From an optimization exercise on the open Yosys and OpenROAD flow, aimed at small area and a short achievable clock period; shortcuts taken in it are not production practice. In this exercise RTL edits were held to simulation tests only and were not proved equivalent to the original.

**flow/design.v**
```verilog
`timescale 1ns / 1ps
module alu(input wire [31:0] a, input wire [31:0] b, input wire [3:0] opcode, output reg [31:0] result,output reg zero_flag,
				output reg carry_flag, output reg sign_flag, output reg overflow_flag
    );
	 reg signed [31:0] multiplicand;
	 reg signed [31:0] multiplier;
	 reg signed [31:0] product_high;
	 reg signed [31:0] product_low;
	 wire [31:0] rst, produ,prods;
	 wire cst;
	 wire [31:0] left_shifted;
	 wire [31:0] right_shifted;
	 wire [31:0] input1;
	 wire [31:0] input2;
	 assign input1 = a;
	 assign input2 = b;
	 Hibrid_adder A(.a(input1), .b(input2), .sum(rst), .cout(cst));
	 array_multiplier M(.a(input1), .b(input2), .y(produ));
	 wire [31:0] input11;
	 wire [31:0] input22;
	 checkBit C(.a(a),.y(input11));
	 checkBit D(.a(b),.y(input22));
	 array_multiplier N(.a(input11), .b(input22), .y(prods));
		always @(*)
		begin
			carry_flag <= 0; 
			zero_flag <= 0;
			sign_flag <= 0;
			overflow_flag <= 0;
			case(opcode)
				4'b0000:
					begin
						result <= rst;
						carry_flag <= cst;  
						zero_flag <= (result == 32'd0)?1:0; 
						sign_flag <= result[31];  
						overflow_flag <= carry_flag^(result[31]^(a[31]^b[31]));  
					end
				4'b0001:
					begin
						result <= ~b+1; 
						zero_flag <= (result == 32'd0)?1:0; 
						sign_flag <= result[31];  
						overflow_flag <= carry_flag^(result[31]^(a[31]^b[31]));  
					end
				4'b0010:
					begin
						result <= produ; 
						zero_flag <= (result == 32'd0)?1:0; 
						sign_flag <= result[31];  
						overflow_flag <= carry_flag^(result[31]^(a[31]^b[31]));  
					end
				4'b0011: 
					begin
						 if(a[31]!=b[31])
						 begin
								result <= ~prods + 1;
								sign_flag <= result[31];
						 end
						 else
						 begin
								result <= prods;
								sign_flag <= result[31]; 
						 end
						 zero_flag <= (result == 32'd0)?1:0; 
						 overflow_flag <= carry_flag^(result[31]^(a[31]^b[31]));  
					end
				4'b0100:
					begin
						result <= rst;
						carry_flag <= cst;  
						zero_flag <= (result == 32'd0)?1:0; 
						sign_flag <= result[31];  
						overflow_flag <= carry_flag^(result[31]^(a[31]^b[31]));  
					end
				4'b0101:
					begin
						result <= ~b+1; 
						zero_flag <= (result == 32'd0)?1:0; 
						sign_flag <= result[31];  
						overflow_flag <= carry_flag^(result[31]^(a[31]^b[31]));  
					end
				4'b0110: result <= a&b; 
				4'b0111: result <= a^b; 
				4'b1010: result <= a<<b; 
				4'b1011: result <= a>>b; 
				4'b1100: result <= a<<b; 
				4'b1101: result <= a>>b; 
				4'b1110: result <= a<<<b; 
				4'b1111: result <= a>>>b; 
				default:
					begin
							result <= 32'd0;  
							zero_flag <= 0;
							sign_flag <= 0;
							overflow_flag <= 0;
							carry_flag <= 0;
					end
			endcase
	end
endmodule
module Hibrid_adder( 
		input [31:0] a,
		input [31:0] b,
		output [31:0] sum,
		output cout
    );
	 wire cin = 0;
	 wire [6:0] c;
	 fourBitAdder Add1(.a(a[3:0]), .b(b[3:0]), .cin(cin) ,.sum(sum[3:0]), .cout(c[0]));
	 fourBitAdder Add2(.a(a[7:4]), .b(b[7:4]), .cin(c[0]) ,.sum(sum[7:4]), .cout(c[1]));
	 fourBitAdder Add3(.a(a[11:8]), .b(b[11:8]), .cin(c[1]) ,.sum(sum[11:8]), .cout(c[2]));
	 fourBitAdder Add4(.a(a[15:12]), .b(b[15:12]), .cin(c[2]) ,.sum(sum[15:12]), .cout(c[3]));
	 fourBitAdder Add5(.a(a[19:16]), .b(b[19:16]), .cin(c[3]) ,.sum(sum[19:16]), .cout(c[4]));
	 fourBitAdder Add6(.a(a[23:20]), .b(b[23:20]), .cin(c[4]) ,.sum(sum[23:20]), .cout(c[5]));
	 fourBitAdder Add7(.a(a[27:24]), .b(b[27:24]), .cin(c[5]) ,.sum(sum[27:24]), .cout(c[6]));
	 fourBitAdder Add8(.a(a[31:28]), .b(b[31:28]), .cin(c[6]) ,.sum(sum[31:28]), .cout(cout));
endmodule
module fourBitAdder(input [3:0] a, input [3:0] b, input cin, output [3:0] sum, output cout);
	 wire [3:0] G,P,C;
	 assign G = a&b;
	 assign P = a^b;
	 assign C[0] = cin;
	 assign C[1] = G[0] + (P[0]&C[0]);
	 assign C[2] = G[1] + (P[1]&G[0]) + (P[1]&P[0]&cin);
	 assign C[3] = G[2] + (P[2]&G[1]) + (P[2]&P[1]&G[0]) +  (P[2]&P[1]&P[0]&cin);
	 assign cout = G[3]+ (P[3]&G[2]) + (P[3]&P[2]&G[1]) +  (P[3]&P[2]&P[1]&G[0]) + (P[3]&P[2]&P[1]&P[0]&cin);	 
	 assign sum = {cout,P^C};
endmodule
module array_multiplier(a, b, y);
		parameter width = 32;
		input [width-1:0] a, b;
		output [2*width-1:0] y;
		wire [width*width-1:0] partials;
		genvar i;
		assign partials[width-1 : 0] = a[0] ? b : 0;
		generate for (i = 1; i < width; i = i+1) 
		begin:gen
			 assign partials[width*(i+1)-1 : width*i] = (a[i] ? b << i : 0) + partials[width*i-1 : width*(i-1)];
		end endgenerate
		assign y = partials[width*width-1 : width*(width-1)];
endmodule
module checkBit(a, y);
		input [31:0] a;
		output reg [31:0] y;
		always @(*)
		begin
			if(a[31] == 1)
			begin
				y <= ~a + 1;
			end
			else
			begin
				y <= a;
			end
		end
endmodule
module alu_top (
    input  wire        clk,
    input  wire [31:0] a,
    input  wire [31:0] b,
    input  wire [3:0]  opcode,
    output reg  [31:0] result,
    output reg         zero_flag,
    output reg         carry_flag,
    output reg         sign_flag,
    output reg         overflow_flag
);
    reg [31:0] a_q, b_q;
    reg [3:0]  op_q;
    wire [31:0] res_w;
    wire        z_w, c_w, s_w, v_w;
    alu u_alu (
        .a(a_q), .b(b_q), .opcode(op_q),
        .result(res_w), .zero_flag(z_w), .carry_flag(c_w),
        .sign_flag(s_w), .overflow_flag(v_w)
    );
    always @(posedge clk) begin
        a_q           <= a;
        b_q           <= b;
        op_q          <= opcode;
        result        <= res_w;
        zero_flag     <= z_w;
        carry_flag    <= c_w;
        sign_flag     <= s_w;
        overflow_flag <= v_w;
    end
endmodule
```
**flow/run.sh**
```bash
#!/bin/bash
# synth_recipe.tcl (not shown) runs the flow's synth.tcl, then flattens the netlist and writes it again
# the make line also repeats each setting of config.mk as NAME=value (left out here)
make -C /OpenROAD-flow-scripts/flow DESIGN_CONFIG=/design/flow/config.mk WORK_HOME=/design/flow/orfs CLKGATE_MAP_FILE= SYNTH_SCRIPT=/design/flow/synth_recipe.tcl finish
```
**flow/config.mk**
```make
export PLATFORM = sky130hd
export DESIGN_NAME = alu_top
export DESIGN_NICKNAME = alu_top
export VERILOG_FILES = /design/flow/design.v
export SDC_FILE = /design/flow/constraint.sdc
export NUM_CORES = 4
export LEC_CHECK = 0
export CAP_MARGIN = 20
export CORE_MARGIN = 2
export CORE_UTILIZATION = 40
export SLEW_MARGIN = 20
```
**flow/constraint.sdc**
```tcl
create_clock -name core_clock -period 12.0 [get_ports {clk}]
set_input_delay 2.4000 -clock core_clock [delete_from_list [all_inputs] [get_ports {clk}]]
set_output_delay 2.4000 -clock core_clock [all_outputs]
set_load 0.01 [all_outputs]
```
==> metrics.yaml <==
clk_path_buf_depth: 2
fmaxAchievable_ghz: 0.0902
path_max_fanout: 21
drcViolationCount: 0
die_height_um: 324
wl_um: 169000
htree_num_levels: 3
finalSetupTns_ns: 0
drive_gt1_frac: 0.0522
fp-row-count: 117
fin_skew_ns: 0.0322
slowest_stage: "or4b_2"
place.gp.congestion: 1.04
hold_viol_final: 0
synth_edf_count: 0
nets: 6052
stdcell_area_um2: 44200
vias: 36005
synth_seq_cells: 104
max_slew.worst_pin.slew_ns: 1.15
synth_warnings: 5
synth_area_um2: 40900
hold_path.class: "reg2reg"
io_pins: 105
grt_max_degree: 95
yosys-top-cells-area: "fa_1, ha_1, nand2_1"
yosysUniqueCellTypes: 91
io_buffers: 104
grt_overflow: 0
core_um2: 102000
drt_pass1_iterations: 8
end_kind: "flip-flop"
critPathKind: "reg2reg"
yosysMostFrequentCell: "nand2_1"
antenna_left: 0
status: "no timing/DRC/antenna violations"
synth_top_area_frac: 0.410
fillers: 10264
rsz0062_at_grt: "no"
synthCells: 4919
viasPerCell: 5.75
seq_area_um2: 2100
antenna_found_initial: 17
worstPathArrival_ns: 11.44
grt_pass1_vias: 36680
synth_commonest_cells: "nand2_1, fa_1, inv_1, nor2_1, ha_1"
initial_core_util: 0.402
start_kind: "flip-flop"
slew_violations: 0
cts_tree: "yes"
clk-insertion-delay-late_ns: 0.43
path_common_cell: "o21ai_0"
dpl.hpwl_um: 134000
grt_util_all_layers: 0.328
path_clk_slew_ns: 0.11
syn_nets: 6094
ctsHoldBuffers: 0
critPathMaxStageDelay_ns: 0.72
synth_async_sr_flop_share: 0
placed_cell_area_um2: 43900
period_needed_ns: 11.09
wl_per_cell_um: 27.0
area_growth_pct: 8.13
drv_cap: 0
dieWidth_um: 324
synth_area_leader_cell: "fa_1"
clkSinkCount: 104
grt_pass1_wl_um: 248000
syn_area_per_cell_um2: 8.31
setup_viol: 0
dieArea_um2: 105000
required_ns: 12.35
ys.flop_type: "dfxtp_1"
multi_input_area_um2: 34800
maxSlewHeadroom: 0.229
yosysSeqAreaShare: 0.0509
cts_root_buf: "clkbuf_16"
finalCritPeriodShare: 0.924
drt-initial-drc-count: 4595
tritoncts.num_buffers: 9
==> metal layers <==
metal | wire length (um) | up-vias | track usage
li1 | - | 15145 | -
met1 | 67400 | 18272 | 0.439
met2 | 71600 | 2135 | 0.490
met3 | 20600 | 441 | 0.0970
met4 | 9320 | 12 | 0.147
met5 | 133 | - | 0
==> repair_timing <==
action                                 CTS  global route
buffers inserted                         0             0
endpoints found under the hold margin    0             0
resized for setup                        0             5
setup endpoints to repair                0             4
==> sequential cells by signal (all words and copies together), names as in the netlist <==
name           count
a_q               32
b_q               32
carry_flag         1
op_q               4
overflow_flag      1
result            32
sign_flag          1
zero_flag          1
==> placed cells by master (no fill, tap or decap), types with 35 or more instances in the layout <==
master / instances
xor2_1: 82
nand3_1: 37
a21oi_1: 149
dfxtp_1: 96
o21ai_0: 151
inv_1: 802
clkdlybuf4s50_1: 104
nor2_1: 303
xnor2_1: 222
fa_1: 836
nor3_1: 35
ha_1: 270
buf_4: 153
and2_1: 209
nand2_1: 890
==> logic make-up (layout without fill, tap and decap cells) <==
kind of cell             count (synthesis)  count (layout)  synth area share
XOR/XNOR                               326             326            0.0702
adder cells (fa/ha/maj)               1106            1106             0.492
AND/OR/NAND/NOR                       1649            1649             0.181
flip-flops                             104             104            0.0509
AO/OA/AOI/OAI                          577             577            0.0924
multiplexers                            39              39            0.0101
other                                    0               7                 0
buffers and inverters                 1118            1081             0.104
==> per-stage QoR <==
| stage | util | setup slack [ns] | hold slack [ns] | std cells |
|---|---|---|---|---|
| floorplan | - | 0.248 | 0.601 | 4919 |
| detailed placement | 0.432 | 0.401 | 0.860 | 6234 |
| CTS | 0.435 | 0.365 | 0.859 | 6250 |
| global placement | 0.431 | 0.673 | 0.842 | 6233 |
| finish | 0.435 | 0.909 | 0.857 | 6257 |
| global route | 0.435 | 0.0374 | 0.884 | 6254 |
==> worst paths after layout <==
| kind | startpoint | endpoint | slack, ns | depth (start not counted) |
|---|---|---|---|---|
| worst min register to register | op_q[3] | overflow_flag | 0.86 | 2 |
| worst min-delay path | op_q[3] | overflow_flag | 0.86 | 2 |
| worst max register to register | a_q[5] | zero_flag | 0.91 | 37 |
| worst max-delay path | a_q[5] | zero_flag | 0.91 | 37 |
==> final cells by class <==
type | instances | area share
multi-input cells | 3697 | 0.788
inverters | 806 | 0.0685
repair buffers | 259 | 0.0503
flip-flops and latches | 104 | 0.0476
well taps | 1368 | 0.0387
clock buffers | 10 | 0.00518
clock inverters | 6 | 0.00142
diodes | 7 | 0.000396
==> critical path, delay by kind of cell (launching register included) <==
kind	cells	cell delay [ns]
AND/OR/NAND/NOR	10	3.35
buffers and inverters	3	0.15
adder cells (fa/ha/maj)	9	3.66
XOR/XNOR	2	0.47
AO/OA/AOI/OAI	13	3.04
flip-flops	1	0.33

==> separate check: timing with driven ports <==
The results above use ideal ports. As a check the final layout listed here was re-extracted and re-timed, cells and wires unchanged.
Step 1 sets driving cells, clkbuf_16 on the clock port and buf_2 on the other inputs (assumed; they add their load-dependent delay and slew).
Step 2 adds t to the input delays and takes it off the output delays; t is the mean of the earliest and latest rising clock arrival at the registers after step 1. Input paths then give back, and output paths get back, about the clock's delay inside the block.
Slacks: ideal ports / drivers / drivers and shift; pairs: ideal ports / drivers.
t (ns): 0.466
setup slack, ns: 0.909 / 0.909 / 0.909
worst setup path after step 2: register to register
cell pins on the clock port's net: 1
After both steps this run still meets setup and hold. The setup slack of this run moves by 0.000 ns with the drivers and by 0.000 ns with both steps.
